From an optimization exercise on the open Yosys and OpenROAD flow, aimed at small area; shortcuts taken in it are not production practice.
Only simulation tests tie the RTL to the original design; equivalence was not proved.

### flow/config.mk
export PLATFORM = sky130hd
export DESIGN_NAME = Final_Watch
export DESIGN_NICKNAME = Final_Watch
export VERILOG_FILES = /design/flow/design.v
export SDC_FILE = /design/flow/constraint.sdc
export NUM_CORES = 4
export LEC_CHECK = 0
export CAP_MARGIN = 20
export CORE_MARGIN = 2
export CORE_UTILIZATION = 40
export SLEW_MARGIN = 20
### flow/constraint.sdc
create_clock -name core_clock -period 22.0 [get_ports {clk}]
set_input_delay 4.4000 -clock core_clock [delete_from_list [all_inputs] [get_ports {clk}]]
set_output_delay 4.4000 -clock core_clock [all_outputs]
set_load 0.01 [all_outputs]
### flow/design.v
`timescale 1ns / 1ps
module Final_Watch(
    input clk,                
    input rst_sw,           
    input [7:1] dip_sw,      
    input [11:0] key_pad,    
    output [7:0] seg_data,
    output [7:0] seg_com,
    output [7:0] lcd_data,
    output lcd_rs, lcd_rw, lcd_e,
    output reg [3:0] led_r,
    output reg [3:0] led_g,
    output reg [3:0] led_b,
    output piezo
);
    wire rst = rst_sw;
    wire [11:0] btn;
    oneshot_universal #(.WIDTH(12)) u_key(
        .clk(clk),
        .rst(rst),
        .btn(key_pad),
        .btn_trig(btn)
    );
    reg view_24h_mode;   
    always @(posedge clk or negedge rst) begin
        if(!rst) 
            view_24h_mode <= 1;  
        else if((dip_sw[1] | dip_sw[2] | dip_sw[3] | dip_sw[4]) && btn[10])  
            view_24h_mode <= ~view_24h_mode;
    end
    reg [25:0] cnt_1s; 
    reg tick_1hz;
    always @(posedge clk or negedge rst) begin
        if(!rst) begin 
            cnt_1s   <= 0; 
            tick_1hz <= 0; 
        end
        else if(cnt_1s == 26'd4_999) begin
            cnt_1s   <= 0; 
            tick_1hz <= 1; 
        end
        else begin
            cnt_1s   <= cnt_1s + 1; 
            tick_1hz <= 0; 
        end
    end
    reg [15:0] cnt_1ms; 
    reg tick_1khz;
    always @(posedge clk or negedge rst) begin
        if(!rst) begin 
            cnt_1ms   <= 0; 
            tick_1khz <= 0; 
        end
        else if(cnt_1ms == 16'd4) begin
            cnt_1ms   <= 0; 
            tick_1khz <= 1; 
        end
        else begin
            cnt_1ms   <= cnt_1ms + 1; 
            tick_1khz <= 0; 
        end
    end
    reg [16:0] cnt_lcd; 
    reg lcd_clk;
    always @(posedge clk or negedge rst) begin
        if(!rst) begin 
            cnt_lcd <= 0; 
            lcd_clk <= 0; 
        end
        else begin
            cnt_lcd <= cnt_lcd + 1;
            lcd_clk <= cnt_lcd[3];
        end
    end
    wire [3:0] c_h10, c_h1, c_m10, c_m1, c_s10, c_s1;
    wire [127:0] lcd_clk_1, lcd_clk_2;
    Mode_Clock u_clock(
        .clk(clk),
        .rst(rst),
        .tick_1hz(tick_1hz),
        .btn(btn),
        .dip_sw(dip_sw[7:1]),
        .view_24h(view_24h_mode),
        .cur_h10(c_h10), .cur_h1(c_h1),
        .cur_m10(c_m10), .cur_m1(c_m1),
        .cur_s10(c_s10), .cur_s1(c_s1),
        .lcd_l1(lcd_clk_1),
        .lcd_l2(lcd_clk_2)
    );
    wire ring_alm;
    wire [127:0] lcd_alm_1, lcd_alm_2;
    Mode_Alarm u_alarm(
        .clk(clk),
        .rst(rst),
        .btn(btn),
        .dip_sw(dip_sw[7:1]),
        .cur_h10(c_h10), .cur_h1(c_h1),
        .cur_m10(c_m10), .cur_m1(c_m1),
        .cur_s10(c_s10), .cur_s1(c_s1),
        .alarm_ring(ring_alm),
        .lcd_l1(lcd_alm_1),
        .lcd_l2(lcd_alm_2)
    );
    wire ring_tmr;
    wire [23:0] seg_tmr;
    wire [127:0] lcd_tmr_1, lcd_tmr_2;
    Mode_Timer u_timer(
        .clk(clk),
        .rst(rst),
        .tick_1hz(tick_1hz),
        .btn(btn),
        .dip_sw(dip_sw[7:1]),
        .timer_ring(ring_tmr),
        .timer_seg_data(seg_tmr),
        .lcd_l1(lcd_tmr_1),
        .lcd_l2(lcd_tmr_2)
    );
    wire [23:0] seg_game;
    wire [127:0] lcd_game_1, lcd_game_2;
    wire [3:0] game_r, game_g, game_b;
    Mode_Game u_game(
        .clk(clk),
        .rst(rst),
        .tick_1khz(tick_1khz),
        .btn(btn),
        .dip_sw(dip_sw[7:1]),
        .led_r(game_r),
        .led_g(game_g),
        .led_b(game_b),
        .game_seg_data(seg_game),
        .lcd_l1(lcd_game_1),
        .lcd_l2(lcd_game_2)
    );
    reg [4:0] base_hour_24;
    reg [4:0] off_h;
    reg [4:0] city_hour_24;
    always @(*) begin
        base_hour_24 = (c_h10 * 5'd10) + c_h1;
        if(dip_sw[2])       off_h = 5'd10; 
        else if(dip_sw[3])  off_h = 5'd15; 
        else if(dip_sw[4])  off_h = 5'd16; 
        else                off_h = 5'd0;  
        city_hour_24 = base_hour_24 + off_h;
        if(city_hour_24 >= 5'd24)
            city_hour_24 = city_hour_24 - 5'd24;
    end
    reg [3:0] city_h10_24, city_h1_24;
    always @(*) begin
        if(city_hour_24 >= 5'd20) begin
            city_h10_24 = 4'd2;
            city_h1_24  = city_hour_24 - 5'd20;
        end
        else if(city_hour_24 >= 5'd10) begin
            city_h10_24 = 4'd1;
            city_h1_24  = city_hour_24 - 5'd10;
        end
        else begin
            city_h10_24 = 4'd0;
            city_h1_24  = city_hour_24[3:0];
        end
    end
    reg [3:0] disp_h10, disp_h1;
    always @(*) begin
        if(view_24h_mode) begin
            disp_h10 = city_h10_24;
            disp_h1  = city_h1_24;
        end
        else begin
            if(city_h10_24 == 0 && city_h1_24 == 0) begin
                disp_h10 = 4'd1;
                disp_h1  = 4'd2;
            end
            else if(city_h10_24 == 1 && city_h1_24 > 4'd2) begin
                disp_h10 = 4'd0;
                disp_h1  = city_h1_24 - 4'd2;
            end
            else if(city_h10_24 == 2) begin
                disp_h10 = (city_h1_24 >= 4'd2) ? 4'd1 : 4'd0;
                if(city_h1_24 == 4'd0)      disp_h1 = 4'd8; 
                else if(city_h1_24 == 4'd1) disp_h1 = 4'd9; 
                else                        disp_h1 = city_h1_24 - 4'd2; 
            end
            else begin
                disp_h10 = city_h10_24;
                disp_h1  = city_h1_24;
            end
        end
    end
    reg [23:0] final_seg;
    reg [5:0]  final_dots;
    reg [127:0] final_l1, final_l2;
    reg final_piezo;
    always @(*) begin
        final_seg   = {disp_h10, disp_h1, c_m10, c_m1, c_s10, c_s1};
        final_dots  = 6'b010100; 
        final_l1    = lcd_clk_1;
        final_l2    = lcd_clk_2;
        final_piezo = ring_alm; 
        led_r = 0;
        led_g = 0;
        led_b = 0;
        if(dip_sw[7]) begin
            final_seg   = seg_game;
            final_l1    = lcd_game_1;
            final_l2    = lcd_game_2;
            final_dots  = 6'b000000;
            led_r = game_r;
            led_g = game_g;
            led_b = game_b;
            final_piezo = 1'b0; 
        end
        else if(dip_sw[6]) begin
            final_seg   = seg_tmr;
            final_l1    = lcd_tmr_1;
            final_l2    = lcd_tmr_2;
            final_piezo = ring_tmr;
        end
        else if(dip_sw[5]) begin
            final_seg = {c_h10, c_h1, c_m10, c_m1, c_s10, c_s1};
            final_l1  = lcd_alm_1;
            final_l2  = lcd_alm_2;
        end
    end
    Piezo_Driver u_piezo(
        .clk(clk),
        .rst(rst),
        .en(final_piezo),
        .piezo_out(piezo)
    );
    Seven_Seg_Driver u_seg(
        .clk(clk),
        .rst(rst),
        .disp_data(final_seg),
        .dots(final_dots),
        .seg_data(seg_data),
        .seg_com(seg_com)
    );
    wire lcd_step = cnt_lcd[3] & ~lcd_clk;
    assign lcd_e = lcd_clk;
    Text_LCD_Driver u_lcd(
        .clk(clk),
        .en(lcd_step),
        .rst(rst),
        .line1_data(final_l1),
        .line2_data(final_l2),
        .LCD_RS(lcd_rs),
        .LCD_RW(lcd_rw),
        .LCD_DATA(lcd_data)
    );
endmodule
module oneshot_universal(
    input clk,
    input rst,
    input  [WIDTH-1:0] btn,
    output reg [WIDTH-1:0] btn_trig
);
    parameter WIDTH = 1;
    reg [WIDTH-1:0] btn_reg;
    always @(posedge clk or negedge rst) begin
        if(!rst) begin
            btn_reg   <= {WIDTH{1'b0}};
            btn_trig  <= {WIDTH{1'b0}};
        end
        else begin
            btn_reg  <= btn;
            btn_trig <= btn & ~btn_reg; 
        end
    end
endmodule
module Mode_Clock(
    input clk, rst,
    input tick_1hz,
    input [11:0] btn,
    input [7:1] dip_sw,
    input view_24h,
    output reg [3:0] cur_h10, cur_h1,
    output reg [3:0] cur_m10, cur_m1,
    output reg [3:0] cur_s10, cur_s1,
    output reg [127:0] lcd_l1,
    output reg [127:0] lcd_l2
);
    localparam KEY_1    = 0;
    localparam KEY_2    = 1;
    localparam KEY_3    = 2;
    localparam KEY_STAR = 9;
    localparam KEY_SHARP= 11;
    reg [1:0] state;
    always @(posedge clk or negedge rst) begin
        if(!rst) begin
            {cur_h10, cur_h1, cur_m10, cur_m1, cur_s10, cur_s1} <= 24'h12_00_00; 
        end 
        else begin
            if(tick_1hz) begin
                if(cur_s1 == 9) begin
                    cur_s1 <= 0;
                    if(cur_s10 == 5) begin
                        cur_s10 <= 0;
                        if(cur_m1 == 9) begin
                            cur_m1 <= 0;
                            if(cur_m10 == 5) begin
                                cur_m10 <= 0;
                                if(cur_h10==2 && cur_h1==3) begin
                                    cur_h10 <= 0; 
                                    cur_h1  <= 0;
                                end
                                else if(cur_h1==9) begin
                                    cur_h1  <= 0;
                                    cur_h10 <= cur_h10 + 1;
                                end
                                else cur_h1 <= cur_h1 + 1;
                            end
                            else cur_m10 <= cur_m10 + 1;
                        end
                        else cur_m1 <= cur_m1 + 1;
                    end
                    else cur_s10 <= cur_s10 + 1;
                end
                else cur_s1 <= cur_s1 + 1;
            end
            if(dip_sw[1]) begin
                case(state)
                    2'd1: begin 
                        if(btn[KEY_3]) begin
                            if(cur_h10==2 && cur_h1==3) begin 
                                cur_h10<=0; cur_h1<=0; 
                            end
                            else if(cur_h1==9) begin 
                                cur_h1<=0; cur_h10<=cur_h10+1; 
                            end
                            else cur_h1<=cur_h1+1;
                        end
                        if(btn[KEY_1]) begin
                            if(cur_h10==0 && cur_h1==0) begin 
                                cur_h10<=2; cur_h1<=3; 
                            end
                            else if(cur_h1==0) begin 
                                cur_h1<=9; cur_h10<=cur_h10-1; 
                            end
                            else cur_h1<=cur_h1-1;
                        end
                    end
                    2'd2: begin  
                        if(btn[KEY_3]) begin
                            if(cur_m1==9) begin
                                cur_m1<=0;
                                if(cur_m10==5) cur_m10<=0;
                                else           cur_m10<=cur_m10+1;
                            end 
                            else cur_m1<=cur_m1+1;
                        end
                        if(btn[KEY_1]) begin
                            if(cur_m10==0 && cur_m1==0) begin 
                                cur_m10<=5; cur_m1<=9; 
                            end
                            else if(cur_m1==0) begin 
                                cur_m1<=9;
                                if(cur_m10==0) cur_m10<=5;
                                else           cur_m10<=cur_m10-1;
                            end
                            else cur_m1<=cur_m1-1;
                        end
                    end
                    2'd3: begin  
                        if(btn[KEY_2]) begin 
                            cur_s10<=0; cur_s1<=0; 
                        end
                    end
                endcase
            end
        end
    end
    always @(posedge clk or negedge rst) begin
        if(!rst) 
            state <= 0;
        else if(dip_sw[1]) begin
            if(btn[KEY_STAR])      state <= (state==0)?3:state-1;
            else if(btn[KEY_SHARP])state <= (state==3)?0:state+1;
        end
        else 
            state <= 0;
    end
    always @(*) begin
        if(dip_sw[1]) begin
            lcd_l1 = "     Seoul      ";
            case(state)
                0: lcd_l2 = view_24h ? "    Mode:24H    " : "    Mode:12H    ";
                1: lcd_l2 = "   Adjust Hour  ";
                2: lcd_l2 = "   Adjust Min   ";
                3: lcd_l2 = "    Reset Sec   ";
            endcase
        end
        else if(dip_sw[2]) begin 
            lcd_l1="    New York    "; 
            lcd_l2 = view_24h ? "    Mode:24H    " : "    Mode:12H    ";
        end
        else if(dip_sw[3]) begin 
            lcd_l1="     London     "; 
            lcd_l2 = view_24h ? "    Mode:24H    " : "    Mode:12H    ";
        end
        else if(dip_sw[4]) begin 
            lcd_l1="     Paris      "; 
            lcd_l2 = view_24h ? "    Mode:24H    " : "    Mode:12H    "; 
        end
        else begin
            lcd_l1="                "; 
            lcd_l2="                "; 
        end
    end
endmodule
module Mode_Alarm(
    input clk, rst,
    input [11:0] btn,
    input [7:1] dip_sw,
    input [3:0] cur_h10, cur_h1,
    input [3:0] cur_m10, cur_m1,
    input [3:0] cur_s10, cur_s1,
    output alarm_ring,
    output reg [127:0] lcd_l1,
    output reg [127:0] lcd_l2
);
    localparam KEY_1    = 0;
    localparam KEY_2    = 1;
    localparam KEY_3    = 2;
    localparam KEY_STAR = 9;
    localparam KEY_0    = 10;
    localparam KEY_SHARP= 11;
    reg [2:0] state;
    reg [3:0] al_h10, al_h1, al_m10, al_m1, al_s10, al_s1;
    reg is_ringing;
    reg alarm_set; 
    always @(posedge clk or negedge rst) begin
        if(!rst) begin
            state <= 0;
            {al_h10,al_h1,al_m10,al_m1,al_s10,al_s1} <= 0;
            is_ringing <= 0;
            alarm_set  <= 0;
        end 
        else begin
            if(is_ringing && btn[KEY_0]) 
                is_ringing <= 0;
            if(state == 3'd4) begin
                if({cur_h10,cur_h1,cur_m10,cur_m1,cur_s10,cur_s1} ==
                   {al_h10,al_h1,al_m10,al_m1,al_s10,al_s1})
                    is_ringing <= 1;
            end
            if(dip_sw[5]) begin
                if(btn[KEY_STAR])       state <= (state==0)?4:state-1;
                else if(btn[KEY_SHARP]) state <= (state==4)?0:state+1;
                if(state==0 && btn[KEY_2]) begin
                    {al_h10,al_h1,al_m10,al_m1,al_s10,al_s1} <= 0;
                    alarm_set  <= 0;
                    is_ringing <= 0;
                end
                if(state==1) begin
                    if(btn[KEY_3]) begin
                        alarm_set <= 1;
                        if(al_h10==2 && al_h1==3) begin 
                            al_h10<=0; al_h1<=0; 
                        end
                        else if(al_h1==9) begin 
                            al_h1<=0; al_h10<=al_h10+1; 
                        end
                        else al_h1<=al_h1+1;
                    end
                    if(btn[KEY_1]) begin
                        alarm_set <= 1;
                        if(al_h10==0 && al_h1==0) begin 
                            al_h10<=2; al_h1<=3; 
                        end
                        else if(al_h1==0) begin 
                            al_h1<=9; al_h10<=al_h10-1; 
                        end
                        else al_h1<=al_h1-1;
                    end
                end
                else if(state==2) begin
                    if(btn[KEY_3]) begin
                        alarm_set <= 1;
                        if(al_m1==9) begin 
                            al_m1<=0; 
                            al_m10 <= (al_m10==5)?0:al_m10+1; 
                        end
                        else al_m1<=al_m1+1;
                    end
                    if(btn[KEY_1]) begin
                        alarm_set <= 1;
                        if(al_m10==0 && al_m1==0) begin 
                            al_m10<=5; al_m1<=9; 
                        end
                        else if(al_m1==0) begin 
                            al_m1<=9; 
                            al_m10 <= (al_m10==0)?5:al_m10-1; 
                        end
                        else al_m1<=al_m1-1;
                    end
                end
                else if(state==3) begin
                    if(btn[KEY_3]) begin
                        alarm_set <= 1;
                        if(al_s1==9) begin 
                            al_s1  <= 0; 
                            al_s10 <= (al_s10==5)? 0 : al_s10+1; 
                        end
                        else al_s1 <= al_s1+1;
                    end
                    if(btn[KEY_1]) begin
                        alarm_set <= 1;
                        if(al_s10==0 && al_s1==0) begin 
                            al_s10 <= 5; 
                            al_s1  <= 9; 
                        end
                        else if(al_s1==0) begin 
                            al_s1  <= 9; 
                            al_s10 <= (al_s10==0)? 5 : al_s10-1; 
                        end
                        else al_s1 <= al_s1-1;
                    end
                    if(btn[KEY_2]) begin 
                        alarm_set <= 1;
                        al_s10 <= 0; 
                        al_s1  <= 0; 
                    end
                end
            end
        end
    end
    assign alarm_ring = is_ringing;
    always @(*) begin
        lcd_l1 = "   Alarm Mode   ";
        if(state==0) begin
            if(!alarm_set)
                lcd_l2 = "Alarm:Non       ";
            else
                lcd_l2 = "Alarm:OFF       ";
        end
        else if(state==1) begin
            lcd_l2 = {"Set H ",
                (8'd48 + al_h10), (8'd48 + al_h1), ":",
                (8'd48 + al_m10), (8'd48 + al_m1), ":",
                (8'd48 + al_s10), (8'd48 + al_s1),
                "  "
            };
        end
        else if(state==2) begin
            lcd_l2 = {
                    "Set M ",
                    (8'd48 + al_h10), (8'd48 + al_h1), ":",
                    (8'd48 + al_m10), (8'd48 + al_m1), ":",
                    (8'd48 + al_s10), (8'd48 + al_s1),
                    "  "
                };
        end
        else if(state==3) begin
            lcd_l2 = {
                    "Set S ",
                    (8'd48 + al_h10), (8'd48 + al_h1), ":",
                    (8'd48 + al_m10), (8'd48 + al_m1), ":",
                    (8'd48 + al_s10), (8'd48 + al_s1),
                    "  "
                };
        end
        else begin
            if(is_ringing)
                lcd_l2 = "Alarm Ringing!! ";  
            else
                lcd_l2 = {
                    "Alarm ",
                    (8'd48 + al_h10), (8'd48 + al_h1), ":",
                    (8'd48 + al_m10), (8'd48 + al_m1), ":",
                    (8'd48 + al_s10), (8'd48 + al_s1),
                    "  "
                };
        end
    end
endmodule
module Mode_Timer(
    input clk, rst, tick_1hz,
    input [11:0] btn,
    input [7:1] dip_sw,
    output timer_ring,
    output reg [23:0] timer_seg_data,
    output reg [127:0] lcd_l1, lcd_l2
);
    localparam KEY_1    = 0;
    localparam KEY_3    = 2;
    localparam KEY_STAR = 9;
    localparam KEY_0    = 10;
    localparam KEY_SHARP= 11;
    reg [3:0] tm_m10, tm_m1, tm_s10, tm_s1;
    reg [1:0] state;   
    reg is_run, is_end;
    always @(posedge clk or negedge rst) begin
        if(!rst) begin
            state <= 0; 
            is_run <= 0; 
            is_end <= 0;
            {tm_m10,tm_m1,tm_s10,tm_s1} <= 0;
        end 
        else begin
            if(is_run && tick_1hz) begin
                if(tm_s1==0) begin
                    if(tm_s10==0) begin
                        if(tm_m1==0) begin
                            if(tm_m10==0) begin 
                                is_run <= 0; 
                                is_end <= 1;   
                            end 
                            else begin 
                                tm_m10 <= tm_m10-1; 
                                tm_m1  <= 9; 
                                tm_s10 <= 5; 
                                tm_s1  <= 9; 
                            end
                        end 
                        else begin 
                            tm_m1  <= tm_m1-1; 
                            tm_s10 <= 5; 
                            tm_s1  <= 9; 
                        end
                    end 
                    else begin 
                        tm_s10 <= tm_s10-1; 
                        tm_s1  <= 9; 
                    end
                end 
                else tm_s1 <= tm_s1-1;
            end
            if(dip_sw[6]) begin
                if(btn[KEY_STAR])      state <= (state==0)?3:state-1;
                else if(btn[KEY_SHARP])state <= (state==3)?0:state+1;
                if(state==2'd3 && btn[KEY_0]) begin
                    if(is_end) begin 
                        is_end <= 0; 
                        state  <= 0;   
                    end
                    else 
                        is_run <= ~is_run;
                end
                if(state==2'd1) begin
                    if(btn[KEY_3]) begin
                        if(tm_m1==9) begin 
                            tm_m1 <= 0; 
                            tm_m10 <= (tm_m10==5)?0:tm_m10+1; 
                        end
                        else tm_m1 <= tm_m1+1;
                    end
                    if(btn[KEY_1]) begin
                        if(tm_m10==0 && tm_m1==0) begin 
                            tm_m10<=5; tm_m1<=9; 
                        end
                        else if(tm_m1==0) begin 
                            tm_m1<=9; 
                            tm_m10 <= (tm_m10==0)?5:tm_m10-1; 
                        end
                        else tm_m1<=tm_m1-1;
                    end
                end
                if(state==2'd2) begin
                    if(btn[KEY_3]) begin
                        if(tm_s1==9) begin 
                            tm_s1<=0; 
                            tm_s10 <= (tm_s10==5)?0:tm_s10+1; 
                        end
                        else tm_s1<=tm_s1+1;
                    end
                    if(btn[KEY_1]) begin
                        if(tm_s10==0 && tm_s1==0) begin 
                            tm_s10<=5; tm_s1<=9; 
                        end
                        else if(tm_s1==0) begin 
                            tm_s1<=9; 
                            tm_s10 <= (tm_s10==0)?5:tm_s10-1; 
                        end
                        else tm_s1<=tm_s1-1;
                    end
                end
                if(state==2'd0) begin
                    {tm_m10,tm_m1,tm_s10,tm_s1} <= 0;
                    is_run <= 0;
                    is_end <= 0;
                end
            end
        end
    end
    assign timer_ring = is_end;
    always @(*) begin
        timer_seg_data = {4'h0,4'h0, tm_m10,tm_m1,tm_s10,tm_s1};
        lcd_l1 = "   Timer Mode   ";
        case(state)
            2'd0: lcd_l2 = "   Reset Mode   ";  
            2'd1: lcd_l2 = "   Set Minute   ";
            2'd2: lcd_l2 = "   Set Second   ";
            2'd3: begin
                if(is_end)      lcd_l2 = "   Time OVER!!! ";
                else if(is_run) lcd_l2 = "   Running...   ";
                else            lcd_l2 = "   Pause/Ready  ";
            end
        endcase
    end
endmodule
module Mode_Game(
    input clk, rst, tick_1khz,
    input [11:0] btn,
    input [7:1] dip_sw,
    output reg [3:0] led_r,
    output reg [3:0] led_g,
    output reg [3:0] led_b,
    output reg [23:0] game_seg_data,
    output reg [127:0] lcd_l1, lcd_l2
);
    localparam KEY_0 = 10;
    reg [1:0] g_state; 
    reg [15:0] ms_cnt;        
    reg [15:0] result_ms;    
    reg [15:0] wait_timer;    
    always @(posedge clk or negedge rst) begin
        if(!rst) begin
            g_state    <= 0; 
            ms_cnt     <= 0; 
            wait_timer <= 0;
            result_ms  <= 16'hFFFF;
            led_r <= 0; 
            led_g <= 0; 
            led_b <= 0;
        end 
        else if(dip_sw[7]) begin
            case(g_state)
                2'd0: begin
                    led_r <= 0; led_g <= 0; led_b <= 0;
                    ms_cnt     <= 0;
                    wait_timer <= 0;
                    result_ms  <= 16'hFFFF; 
                    if(btn[KEY_0]) begin
                        g_state    <= 1;
                        wait_timer <= 0;
                    end
                end
                2'd1: begin
                    led_r <= 0; 
                    led_g <= 0; 
                    led_b <= 4'hF; 
                    if(btn[KEY_0]) begin
                        g_state   <= 3;
                        result_ms <= 16'hFFFF; 
                        led_r <= 4'hF; led_g <= 0; led_b <= 0; 
                    end
                    else if(tick_1khz) begin
                        if(wait_timer >= 16'd3000) begin
                            g_state <= 2; 
                            ms_cnt  <= 0;
                        end
                        else 
                            wait_timer <= wait_timer + 1;
                    end
                end
                2'd2: begin
                    led_r <= 0; 
                    led_g <= 4'hF; 
                    led_b <= 0; 
                    if(btn[KEY_0]) begin
                        g_state   <= 3;
                        result_ms <= ms_cnt; 
                        led_r <= 4'hF; led_g <= 4'hF; led_b <= 4'hF; 
                    end
                    else if(tick_1khz) begin
                        if(ms_cnt < 16'd9999) 
                            ms_cnt <= ms_cnt + 1;
                    end
                end
                2'd3: begin
                    if(btn[KEY_0]) begin
                        g_state <= 0;
                    end
                end
            endcase
        end
    end
    reg [3:0] ms_th, ms_h, ms_t, ms_o; 
    integer tmp;
    always @(*) begin
        lcd_l1 = "  Reaction Test ";
        if(result_ms == 16'hFFFF) begin
            game_seg_data = 24'hEEEEEE;
        end
        else begin
            tmp  = result_ms;
            ms_th = tmp / 1000;
            tmp   = tmp % 1000;
            ms_h  = tmp / 100;
            tmp   = tmp % 100;
            ms_t  = tmp / 10;
            ms_o  = tmp % 10;
            game_seg_data = {4'h0, 4'h0, ms_th, ms_h, ms_t, ms_o};
        end
        case(g_state)
            2'd0: lcd_l2 = "     Start      ";
            2'd1: lcd_l2 = "     Ready      ";
            2'd2: lcd_l2 = " Wait for Green ";
            2'd3: begin
                if(result_ms == 16'hFFFF) 
                    lcd_l2 = "    Too Fast    ";
                else if(result_ms < 16'd200) 
                    lcd_l2 = "    Great       ";   
                else if(result_ms < 16'd300) 
                    lcd_l2 = "     Good       ";   
                else 
                    lcd_l2 = "     Slow       ";   
            end
        endcase
    end
endmodule
module Piezo_Driver(
    input  clk,
    input  rst,
    input  en,
    output reg piezo_out
);
    localparam integer DIV_TONE   = 5;
    localparam integer TICK_CNT   = 250;
    reg [31:0] tick_cnt;
    reg        tick;       
    always @(posedge clk or negedge rst) begin
        if (!rst) begin
            tick_cnt <= 0;
            tick     <= 0;
        end else if (!en) begin
            tick_cnt <= 0;
            tick     <= 0;
        end else begin
            if (tick_cnt >= TICK_CNT - 1) begin
                tick_cnt <= 0;
                tick     <= 1;
            end else begin
                tick_cnt <= tick_cnt + 1;
                tick     <= 0;
            end
        end
    end
    localparam integer NUM_STEPS = 6;
    reg [2:0] step_idx;        
    reg [3:0] step_len;       
    reg       step_sound_on;   
    reg [3:0] step_tick_cnt;   
    always @(*) begin
        case (step_idx)
            3'd0: begin step_sound_on = 1; step_len = 4'd2; end
            3'd1: begin step_sound_on = 0; step_len = 4'd1; end
            3'd2: begin step_sound_on = 1; step_len = 4'd2; end
            3'd3: begin step_sound_on = 0; step_len = 4'd1; end
            3'd4: begin step_sound_on = 1; step_len = 4'd6; end
            3'd5: begin step_sound_on = 0; step_len = 4'd6; end
            default: begin
                step_sound_on = 0;
                step_len      = 4'd2;
            end
        endcase
    end
    always @(posedge clk or negedge rst) begin
        if (!rst) begin
            step_idx      <= 0;
            step_tick_cnt <= 0;
        end else if (!en) begin
            step_idx      <= 0;
            step_tick_cnt <= 0;
        end else begin
            if (tick) begin
                if (step_tick_cnt + 1 >= step_len) begin
                    step_tick_cnt <= 0;
                    if (step_idx == NUM_STEPS - 1)
                        step_idx <= 0;         
                    else
                        step_idx <= step_idx + 1;
                end else begin
                    step_tick_cnt <= step_tick_cnt + 1;
                end
            end
        end
    end
    reg [31:0] tone_cnt;
    always @(posedge clk or negedge rst) begin
        if (!rst) begin
            tone_cnt  <= 0;
            piezo_out <= 0;
        end else if (!en || !step_sound_on) begin
            tone_cnt  <= 0;
            piezo_out <= 0;    
        end else begin
            if (tone_cnt >= DIV_TONE - 1) begin
                tone_cnt  <= 0;
                piezo_out <= ~piezo_out;   
            end else begin
                tone_cnt <= tone_cnt + 1;
            end
        end
    end
endmodule
module Seven_Seg_Driver(
    input clk,              
    input rst,              
    input [23:0] disp_data,                             
    input [5:0] dots,                            
    output reg [7:0] seg_data, 
    output reg [7:0] seg_com   
);
    reg [15:0] scan_cnt;
    wire tick_scan = (scan_cnt == 16'd4); 
    always @(posedge clk or negedge rst) begin
        if(!rst) 
            scan_cnt <= 0;
        else if(tick_scan) 
            scan_cnt <= 0;
        else 
            scan_cnt <= scan_cnt + 1;
    end
    reg [2:0] digit_sel; 
    always @(posedge clk or negedge rst) begin
        if(!rst) 
            digit_sel <= 0;
        else if(tick_scan) begin
            if(digit_sel >= 3'd5) digit_sel <= 0;
            else                   digit_sel <= digit_sel + 1;
        end
    end
    reg [3:0] hex_in;
    reg dot_in;
    always @(*) begin
        case(digit_sel)
            3'd0: begin seg_com = ~(8'b0000_0001); hex_in = disp_data[3:0];    dot_in = dots[0]; end  
            3'd1: begin seg_com = ~(8'b0000_0010); hex_in = disp_data[7:4];    dot_in = dots[1]; end
            3'd2: begin seg_com = ~(8'b0000_0100); hex_in = disp_data[11:8];   dot_in = dots[2]; end
            3'd3: begin seg_com = ~(8'b0000_1000); hex_in = disp_data[15:12];  dot_in = dots[3]; end
            3'd4: begin seg_com = ~(8'b0001_0000); hex_in = disp_data[19:16];  dot_in = dots[4]; end
            3'd5: begin seg_com = ~(8'b0010_0000); hex_in = disp_data[23:20];  dot_in = dots[5]; end
            default: begin seg_com = 8'hFF; hex_in = 4'h0; dot_in = 1'b0; end
        endcase
    end
    always @(*) begin
        case(hex_in)
            4'h0: seg_data[7:1] = 7'b1111110;
            4'h1: seg_data[7:1] = 7'b0110000;
            4'h2: seg_data[7:1] = 7'b1101101;
            4'h3: seg_data[7:1] = 7'b1111001;
            4'h4: seg_data[7:1] = 7'b0110011;
            4'h5: seg_data[7:1] = 7'b1011011;
            4'h6: seg_data[7:1] = 7'b1011111;
            4'h7: seg_data[7:1] = 7'b1110000;
            4'h8: seg_data[7:1] = 7'b1111111;
            4'h9: seg_data[7:1] = 7'b1111011;
            4'hA: seg_data[7:1] = 7'b1110111;  
            4'hB: seg_data[7:1] = 7'b0011111;  
            4'hC: seg_data[7:1] = 7'b1001110;  
            4'hD: seg_data[7:1] = 7'b0111101;  
            4'hE: seg_data[7:1] = 7'b1001111;  
            4'hF: seg_data[7:1] = 7'b1000111;  
            default: seg_data[7:1] = 7'b0000000;
        endcase
        seg_data[0] = dot_in;  
    end
endmodule
module Text_LCD_Driver(
    input clk, rst,
    input en,
    input [127:0] line1_data, 
    input [127:0] line2_data, 
    output reg LCD_RS, LCD_RW,
    output reg [7:0] LCD_DATA
);
    reg [2:0] state;
    parameter DELAY       = 3'b000,
              FUNCTION_SET= 3'b001,
              ENTRY_MODE  = 3'b010,
              DISP_ONOFF  = 3'b011,
              LINE1       = 3'b100,
              LINE2       = 3'b101,
              DELAY_T     = 3'b110,
              CLEAR_DISP  = 3'b111;
    integer cnt;
    always @(posedge clk or negedge rst) begin
        if(!rst) 
            state <= DELAY;
        else if(en) begin
            case(state)
                DELAY:          if(cnt == 70) state <= FUNCTION_SET;
                FUNCTION_SET:   if(cnt == 30) state <= DISP_ONOFF;
                DISP_ONOFF:     if(cnt == 30) state <= ENTRY_MODE;
                ENTRY_MODE:     if(cnt == 30) state <= LINE1;
                LINE1:          if(cnt == 16) state <= LINE2;
                LINE2:          if(cnt == 16) state <= DELAY_T;
                DELAY_T:        if(cnt == 5) state <= LINE1;
                CLEAR_DISP:     if(cnt == 5) state <= LINE1;
                default:        state <= DELAY;
            endcase
        end
    end
    always @(posedge clk or negedge rst) begin
        if(!rst) 
            cnt <= 0;
        else if(en) begin
            case(state)
                DELAY:        if(cnt >= 70) cnt <= 0; else cnt <= cnt + 1;
                FUNCTION_SET: if(cnt >= 30) cnt <= 0; else cnt <= cnt + 1;
                DISP_ONOFF:   if(cnt >= 30) cnt <= 0; else cnt <= cnt + 1;
                ENTRY_MODE:   if(cnt >= 30) cnt <= 0; else cnt <= cnt + 1;
                LINE1, LINE2: if(cnt >= 16) cnt <= 0; else cnt <= cnt + 1;
                DELAY_T,
                CLEAR_DISP:   if(cnt >= 5)  cnt <= 0; else cnt <= cnt + 1;
                default:      cnt <= 0;
            endcase
        end
    end
    always @(posedge clk or negedge rst) begin
        if(!rst) begin
            LCD_RS   <= 1'b1;
            LCD_RW   <= 1'b1;
            LCD_DATA <= 8'h00;
        end
        else if(en) begin
            case(state)
                FUNCTION_SET: begin
                    LCD_RS   <= 1'b0;
                    LCD_RW   <= 1'b0;
                    LCD_DATA <= 8'b0011_1000; 
                end
                DISP_ONOFF: begin
                    LCD_RS   <= 1'b0;
                    LCD_RW   <= 1'b0;
                    LCD_DATA <= 8'b0000_1100; 
                end
                ENTRY_MODE: begin
                    LCD_RS   <= 1'b0;
                    LCD_RW   <= 1'b0;
                    LCD_DATA <= 8'b0000_0110; 
                end
                LINE1: begin
                    if(cnt < 16) begin
                        LCD_RS   <= 1'b1;
                        LCD_RW   <= 1'b0;
                        LCD_DATA <= line1_data[(15-cnt)*8 +: 8];
                    end 
                    else begin
                        LCD_RS   <= 1'b0;
                        LCD_RW   <= 1'b0;
                        LCD_DATA <= 8'b1100_0000; 
                    end
                end
                LINE2: begin
                    if(cnt < 16) begin
                        LCD_RS   <= 1'b1;
                        LCD_RW   <= 1'b0;
                        LCD_DATA <= line2_data[(15-cnt)*8 +: 8];
                    end 
                    else begin
                        LCD_RS   <= 1'b0;
                        LCD_RW   <= 1'b0;
                        LCD_DATA <= 8'b1000_0000;
                    end
                end
                DELAY_T: begin
                    LCD_RS   <= 1'b0;
                    LCD_RW   <= 1'b0;
                    LCD_DATA <= 8'b0000_0010; 
                end
                CLEAR_DISP: begin
                    LCD_RS   <= 1'b0;
                    LCD_RW   <= 1'b0;
                    LCD_DATA <= 8'b0000_0001; 
                end
                default: begin
                    LCD_RS   <= 1'b1;
                    LCD_RW   <= 1'b1;
                    LCD_DATA <= 8'h00;
                end
            endcase
        end
    end
endmodule
### flow/run.sh
#!/bin/bash
# synth_recipe.tcl (not shown) runs the flow's synth.tcl, then flattens the netlist and writes it again
# the make line also repeats each setting of config.mk as NAME=value (left out here)
make -C /OpenROAD-flow-scripts/flow DESIGN_CONFIG=/design/flow/config.mk WORK_HOME=/design/flow/orfs CLKGATE_MAP_FILE= SYNTH_SCRIPT=/design/flow/synth_recipe.tcl finish
==> results.txt <==
## area by class of cell
cell class                 count  area (um^2)
fill                        6901        38230
multi-input combinational   2934        18120
sequential                   327         8210
tap                          882         1104
clock buffer                  51         1094
timing repair buffer          85        765.7
inverter                     112        420.4
clock inverter                23        399.1
## kinds of logic (layout without fill, tap and decap cells)
group | Yosys count | after routing
and+or+nand+nor | 1420 | 1420
AOI/OAI and AO/OA | 1104 | 1104
buffers and inverters | 328 | 271
DFF | 327 | 327
xor gates and xnor gates | 179 | 179
adders and majority gates | 121 | 121
muxes | 55 | 55
other | 2 | 55
## cells in the mapped netlist, types with 54 or more instances
cell type  count
ha_1         113
and3_1        57
nand2_1      381
dfrtp_1      306
clkbuf_1     161
a21oi_1      252
xnor2_1       97
a31oi_1       58
nand3_1      146
xor2_1        80
nor4_1        54
nor3_1       109
inv_1        106
o21ai_0      300
nor2_1       371
## path summary, 6_finish.rpt
kind,from,end,slack (ns),depth (start not counted)
setup / recovery,u_game.result_ms[13]$_DFFE_PN1P_,seg_data[7],2.80,42
hold / removal,u_key.btn_reg[9]$_DFF_PN0_,u_key.btn_trig[9]$_DFF_PN0_,0.39,1
setup reg to reg,u_game.result_ms[13]$_DFFE_PN1P_,u_lcd.LCD_DATA[2]$_DFFE_PN0P_,16.84,17
hold reg to reg,u_key.btn_reg[9]$_DFF_PN0_,u_key.btn_trig[9]$_DFF_PN0_,0.39,1
max in group asynchronous,rst_sw,u_lcd.cnt[1]$_DFFE_PN0P_,16.17,3
min in group asynchronous,rst_sw,u_seg.digit_sel[1]$_DFFE_PN0N_,3.73,1
## per-stage QoR
step	util (%)	instances	hold WS (ns)	area [um^2]	setup WS (ns)
final	44.07	4414	0.3906	30120	2.796
after global routing	44.07	4414	0.4014	30120	1.639
after CTS	44.02	4412	0.3942	30090	3.009
after detailed placement	41.84	4338	0.3859	28590	3.641
after global placement	41.83	4337	0.3813	28590	3.638
after floorplan	-	3589	0.3777	27680	6.636
## per-layer routing
metal | wire, um | global-route usage (%) | up-vias
met3 | 6284 | 4.140 | 171
met5 | 0 | 0 | -
li1 | - | - | 12790
met1 | 38340 | 32.97 | 12670
met2 | 37210 | 36.29 | 1025
met4 | 2740 | 7.531 | 0
==> impl_metrics.env <==
export IMPL_ys_seq_area_share_pct=29.87
export IMPL_synthSimpleGateAreaFrac_pct=25.01
export IMPL_area_delta_synth_final_pct=9.598
export IMPL_finalSetupViolations=0
export IMPL_cts_htree_levels=2
export IMPL_antenna_found_initial=0
export IMPL_synth_top_flop_cell="dfrtp_1"
export IMPL_cp_data_required_time_ns=17.60
export IMPL_cp_slowest_cell="xnor2_1"
export IMPL_largestRegisters="u_lcd.cnt (32), u_piezo.tick_cnt (32), u_piezo.tone_cnt (32)"
export IMPL_synth_fa_ha_area_share_pct=5.591
export IMPL_synth_edf_count=0
export IMPL_maxSlewHeadroom_pct=31.31
export IMPL_final_common_cell="nand2_1"
export IMPL_cts_buffers=41
export IMPL_yosysTopAreaCellShare_pct=27.87
export IMPL_clk_latency_ns=0.58
export IMPL_hold_viol_final=0
export IMPL_drv_cap=0
export IMPL_status="finished clean"
export IMPL_worst_pin_slew_ns=1.028
export IMPL_floorplan_initialDensity_pct=40.21
export IMPL_async_flop_share_pct=100.0
export IMPL_synth_top_family_by_area="compound AO/OA/AOI/OAI gates"
export IMPL_post_cts_buffers=0
export IMPL_io_pins=61
export IMPL_routedWlPerCell_um=19.16
export IMPL_crit_path_max_fanout=14
export IMPL_rsz0062_at_grt="false"
export IMPL_synthXorXnorAreaFrac_pct=5.760
export IMPL_timing_fmax_mhz=52.07
export IMPL_cp_start_kind="register"
export IMPL_postCtsHoldBufs=0
export IMPL_crit_top_cell="o211ai_1"
export IMPL_track_usage_pct=23.40
export IMPL_finalCritPeriodShare_pct=87.29
export IMPL_vias=26660
export IMPL_gp_congestion=1.061
export IMPL_cts_resized=0
export IMPL_io_buffers=52
export IMPL_ys_types=132
export IMPL_cts_buffer_depth=3
export IMPL_final_layout_size_suffix_gt1_share_pct=7.191
export IMPL_cp_top_family="compound AO/OA/AOI/OAI gates"
export IMPL_grt_pass1_vias=24570
export IMPL_hp_class="register to register"
export IMPL_clock_skew_final_ns=0.02516
export IMPL_nNetsFinal=3639
export IMPL_drt_iter0_drc=2471
export IMPL_grt_pass1_wl_um=135400
export IMPL_drt_pass1_iter_count=6
export IMPL_synth_compound_area_share_pct=26.51
export IMPL_cts_root_buf="clkbuf_16"
export IMPL_arrival_ns=14.80
export IMPL_row_count=96
export IMPL_synth_mux_area_share_pct=2.286
export IMPL_setup_tns_ns=0
export IMPL_grt_overflow=0
export IMPL_vias_per_cell=6.039
export IMPL_grt_max_degree=76
export IMPL_yosys_area_top_type="dfrtp_1"
export IMPL_dp_final_hpwl_um=60340
export IMPL_critPathBufInv=3
export IMPL_syn_area_um2=27480
export IMPL_fp_dieW_um=266.1
export IMPL_worstSetupPathType="register to output port"
export IMPL_synth_seq_cells=327
export IMPL_ys_warn_count=9
export IMPL_fin_crit_ns=19.20
export IMPL_final_cell_mix="nand2_1, nor2_1, dfrtp_1"
export IMPL_synthCells=3536
export IMPL_wirelength_um=84580
export IMPL_avgSynthCellArea_um2=7.772
export IMPL_num_antenna_cells=0
export IMPL_crit_path_max_incr_delay_ns=0.73
export IMPL_synthTopCellsByArea="dfrtp_1, o21ai_0, nand2_1, ha_1, nor2_1"
export IMPL_die_y_um=266.1
export IMPL_cts_clk_slew_worst_paths_ns=0.06
export IMPL_core_um2=68350
export IMPL_clock_sinks=327
export IMPL_dieArea_um2=70810
export IMPL_setup_worst_path_end_class="output port"
export IMPL_slew_viol_final=0
export IMPL_cts_tree="done"
export IMPL_drc_errors=0
export IMPL_ant_nets=0

## static timing again, ports no longer ideal
The results above use ideal ports. As a check the final layout listed here was re-extracted and re-timed, cells and wires unchanged.
Step 1, drivers: a clkbuf_16 drives clk and a buf_2 each remaining input, both assumed.
Step 2, shift: input delay + t, output delay - t, t = (earliest + latest rising clock arrival at the registers) / 2. This alone moves slack from input paths to output paths.
a / b / c = ideal / step 1 / step 2; a / b = the first two.
t (ns): 0.632
setup slack, ns: 2.796 / 2.731 / 3.363
worst setup path at the end: register to output
clock arrival spread, ns: 0.033 / 0.034
pins driven straight from the clock port: 1
After both steps setup and hold are still met in this run. For this run, drivers alone change the setup slack by -0.065 ns; drivers and shift together by +0.567 ns.
